This is an optimization exercise on Yosys and OpenROAD, whose aim is small area, not a production implementation.
Only simulation tests tie the RTL to the original design; equivalence was not proved.
The flow treats the clock pin as an ideal source, which a real chip does not have.
Power is estimated from default activity; no workload was simulated.

// uart
module uart (
    input  logic       rst,
    input  logic       clk,
    input  logic       rd_en,
    input  logic       rx,
    output logic       full,
    output logic       empty,
    output logic [7:0] fifo_data_out,
    output logic       tx
);
Size: roughly 190 flip-flops, roughly 15 I/O pins, ~0.0057 mm2 of cells after synthesis.
Settings: LEC_CHECK=0, CAP_MARGIN=20, CORE_MARGIN=2, CORE_UTILIZATION=40, SLEW_MARGIN=20; clock period 5.0 ns.
standard.sh (not shown) runs the stock make flow with config.mk's settings and CLKGATE_MAP_FILE= SYNTH_SCRIPT=/design/flow/synth_recipe.tcl, a recipe that flattens the netlist after the stock synthesis.
==> flow/flow/run.sh <==
#!/bin/bash
# The standard layout (standard.sh), with these changes:
#  - synthesis maps logic with an area-oriented ABC script (flow/abc_map.script)
#    and without the half/full-adder extraction step;
#  - the clock tree is built from clkbuf_4 cells without dummy loads, and
#    flow/post_cts.tcl upsizes the leaf buffers that drive too much load;
#  - port buffers are buf_1.
set -euo pipefail
rm -rf scripts_area
cp -r "$FLOW_HOME/scripts" scripts_area
cp flow/abc_map.script scripts_area/abc_speed.script
export SCRIPTS_DIR="$PWD/scripts_area"
export ADDER_MAP_FILE=
export CTS_ARGS="-sink_clustering_enable -repair_clock_nets -dont_use_dummy_load -buf_list sky130_fd_sc_hd__clkbuf_4"
export POST_CTS_TCL="$PWD/flow/post_cts.tcl"
export BUFFER_PORTS_ARGS="-buffer_cell sky130_fd_sc_hd__buf_1"
bash standard.sh > standard.log 2>&1
==> flow/flow/abc_map.script <==
&get -n
&st
&dch
&nf -R 1000 -p
&st
&syn2
&if -g -K 6
&synch2
&nf -R 1000 -p
&st
&syn2
&if -g -K 6
&synch2
&nf -R 1000 -p
&st
&syn3
&synch2
&nf -R 1000 -p -F 8 -A 4 -a
&put
==> flow/flow/post_cts.tcl <==
# Runs at the end of ORFS's CTS step (POST_CTS_TCL). The clock tree is built
# from clkbuf_4; a leaf buffer whose flip-flop clock pins would see a slew
# above 0.115 ns (estimated from placement) is upsized to clkbuf_8.
estimate_parasitics -placement
set upsized 0
foreach inst [get_cells clkbuf_*] {
  if { [get_property $inst ref_name] ne "sky130_fd_sc_hd__clkbuf_4" } { continue }
  set net [get_nets -of_objects [get_pins [get_name $inst]/X]]
  set worst 0.0
  foreach p [get_pins -of_objects $net] {
    if { [get_property $p direction] eq "input" } {
      set s [get_property $p slew_max]
      if { $s > $worst } { set worst $s }
    }
  }
  if { $worst > 0.115 } {
    replace_cell $inst sky130_fd_sc_hd__clkbuf_8
    incr upsized
  }
  puts "post_cts: [get_name $inst] worst sink slew $worst"
}
puts "post_cts: upsized $upsized clock buffers to clkbuf_8"
if { $upsized > 0 } {
  detailed_placement
  check_placement -verbose
  estimate_parasitics -placement
}
Next try:
--- a/flow/flow/post_cts.tcl
+++ b/flow/flow/post_cts.tcl
@@ -1,4 +1,4 @@
 # Runs at the end of ORFS's CTS step (POST_CTS_TCL). The clock tree is built
-# from clkbuf_4; a leaf buffer whose flip-flop clock pins would see a slew
+# from clkbuf_4; a buffer whose flip-flop clock pins would see a slew
 # above 0.115 ns (estimated from placement) is upsized to clkbuf_8.
 estimate_parasitics -placement
@@ -9,5 +9,5 @@
   set worst 0.0
   foreach p [get_pins -of_objects $net] {
-    if { [get_property $p direction] eq "input" } {
+    if { [get_property $p direction] eq "input" && [string match */CLK [get_full_name $p]] } {
       set s [get_property $p slew_max]
       if { $s > $worst } { set worst $s }
Settings changed: CORE_UTILIZATION 40 to 70.
What happened: Final area drops slightly; wire length climbs by a few percent; global-route usage climbs by 11 points; first-iteration DRC count drops by well over a third.
Next try:
Settings changed: CORE_UTILIZATION 70 to 40.
Area after synthesis is unchanged.
Routed wire length is lower by a few percent.
Final area came out higher slightly.
Clock power rose by a few percent.

========
pepper:
Another version of the RTL of uart (not shown whole).
Size: roughly 190 flip-flops.
export LEC_CHECK = 0
export CAP_MARGIN = 20
export CORE_MARGIN = 2
export CORE_UTILIZATION = 40
export SLEW_MARGIN = 20
create_clock -name core_clock -period 5.0 [get_ports {clk}]
==> flow/flow/run.sh <==
#!/bin/bash
set -euo pipefail
export CTS_ARGS="-sink_clustering_enable -repair_clock_nets -dont_use_dummy_load -buf_list sky130_fd_sc_hd__clkbuf_16 -sink_clustering_size 40"
export BUFFER_PORTS_ARGS="-buffer_cell sky130_fd_sc_hd__buf_1"
bash standard.sh > standard.log 2>&1
Inputs modified between pepper and maple:
==> flow/flow/run.sh <==
#!/bin/bash
set -euo pipefail
export CTS_ARGS="-sink_clustering_enable -repair_clock_nets -dont_use_dummy_load -buf_list sky130_fd_sc_hd__clkbuf_8"
export BUFFER_PORTS_ARGS="-buffer_cell sky130_fd_sc_hd__buf_1"
bash standard.sh > standard.log 2>&1
Findings:
maple: utilization of the core after routing 1.3 points below pepper
Worst setup slack on maple is behind pepper.
Between pepper and maple, time the worst path needs with I/O delays and setup is higher for maple, pepper comes in under that.
Looking at clock latency of the later-clocked register in the worst-skew pair across pepper and maple, the one that comes out higher is maple.
Comparing maple with pepper, the global-route usage came out essentially unchanged.
maple improves on pepper in cell area.
Looking at static power due to leakage, maple sits about 3% lower than pepper does.
From pepper to maple the numbers moved as follows: wire length now sits lower, share of cell area taken by flip-flops and latches now sits higher, ratio of total power to cell area now sits lower, port buffer count now sits at about the same level.
For ember, these inputs were changed with respect to maple:
==> flow/flow/run.sh <==
#!/bin/bash
set -euo pipefail
export CTS_ARGS="-sink_clustering_enable -repair_clock_nets -dont_use_dummy_load -buf_list {sky130_fd_sc_hd__clkbuf_4 sky130_fd_sc_hd__clkbuf_8} -sink_clustering_size 10"
export BUFFER_PORTS_ARGS="-buffer_cell sky130_fd_sc_hd__buf_1"
bash standard.sh > standard.log 2>&1
==> comparison <==
As far as number of buffers between clock root and the deepest sink goes, maple and ember are indistinguishable; the numbers are identical. ember -> maple: non-clock buffer total of the final layout delta 0, exact match. ember and maple ended up with nearly the same fraction of power consumed by combinational cells. Cts-stage hold buffer count: ember vs maple identical. Cell count: maple vs ember identical. The flow did not stop early for ember: all stages ran, and the layout cleared the timing, DRC and antenna checks. From maple to ember the numbers moved as follows: total power of the final layout level, global-route usage over all layers now sits at about the same level.

## static timing again, ports no longer ideal
Ports are ideal in the flow. The routed layouts listed here were re-timed in OpenROAD. Step 1 assumes that a clkbuf_16 drives the clock port and a buf_2 every other input. Step 2 also shifts input and output timing later by t, the mid clock arrival at the registers, as if the neighbouring blocks saw the same clock. Three values: ideal ports, drivers, drivers and shift; two values: the first two.
| run | t (ns) | setup WS [ns] | hold WS [ns] | slew at the worst register clock pin (ns) | worst slew at a driven data input, ns |
|---|---|---|---|---|---|
| the first run of note 1 | 0.458 | 1.867 / 1.831 / 2.248 | 0.321 / 0.321 / 0.321 | 0.11 / 0.11 | 0.03 |
| the second run of note 1 | 0.573 | 1.362 / 1.331 / 1.772 | 0.329 / 0.329 / 0.329 | 0.10 / 0.10 | 0.03 |
| the third run of note 1 | 0.581 | 1.743 / 1.708 / 2.245 | 0.321 / 0.321 / 0.321 | 0.11 / 0.11 | 0.03 |
| pepper | 0.447 | 1.853 / 1.815 / 2.129 | 0.345 / 0.345 / 0.345 | 0.06 / 0.06 | 0.03 |
| maple | 0.472 | 1.814 / 1.781 / 2.138 | 0.336 / 0.336 / 0.336 | 0.09 / 0.09 | 0.03 |
| ember | 0.472 | 1.814 / 1.781 / 2.138 | 0.336 / 0.336 / 0.336 | 0.09 / 0.09 | 0.03 |
After both steps setup and hold are still met in every run listed.
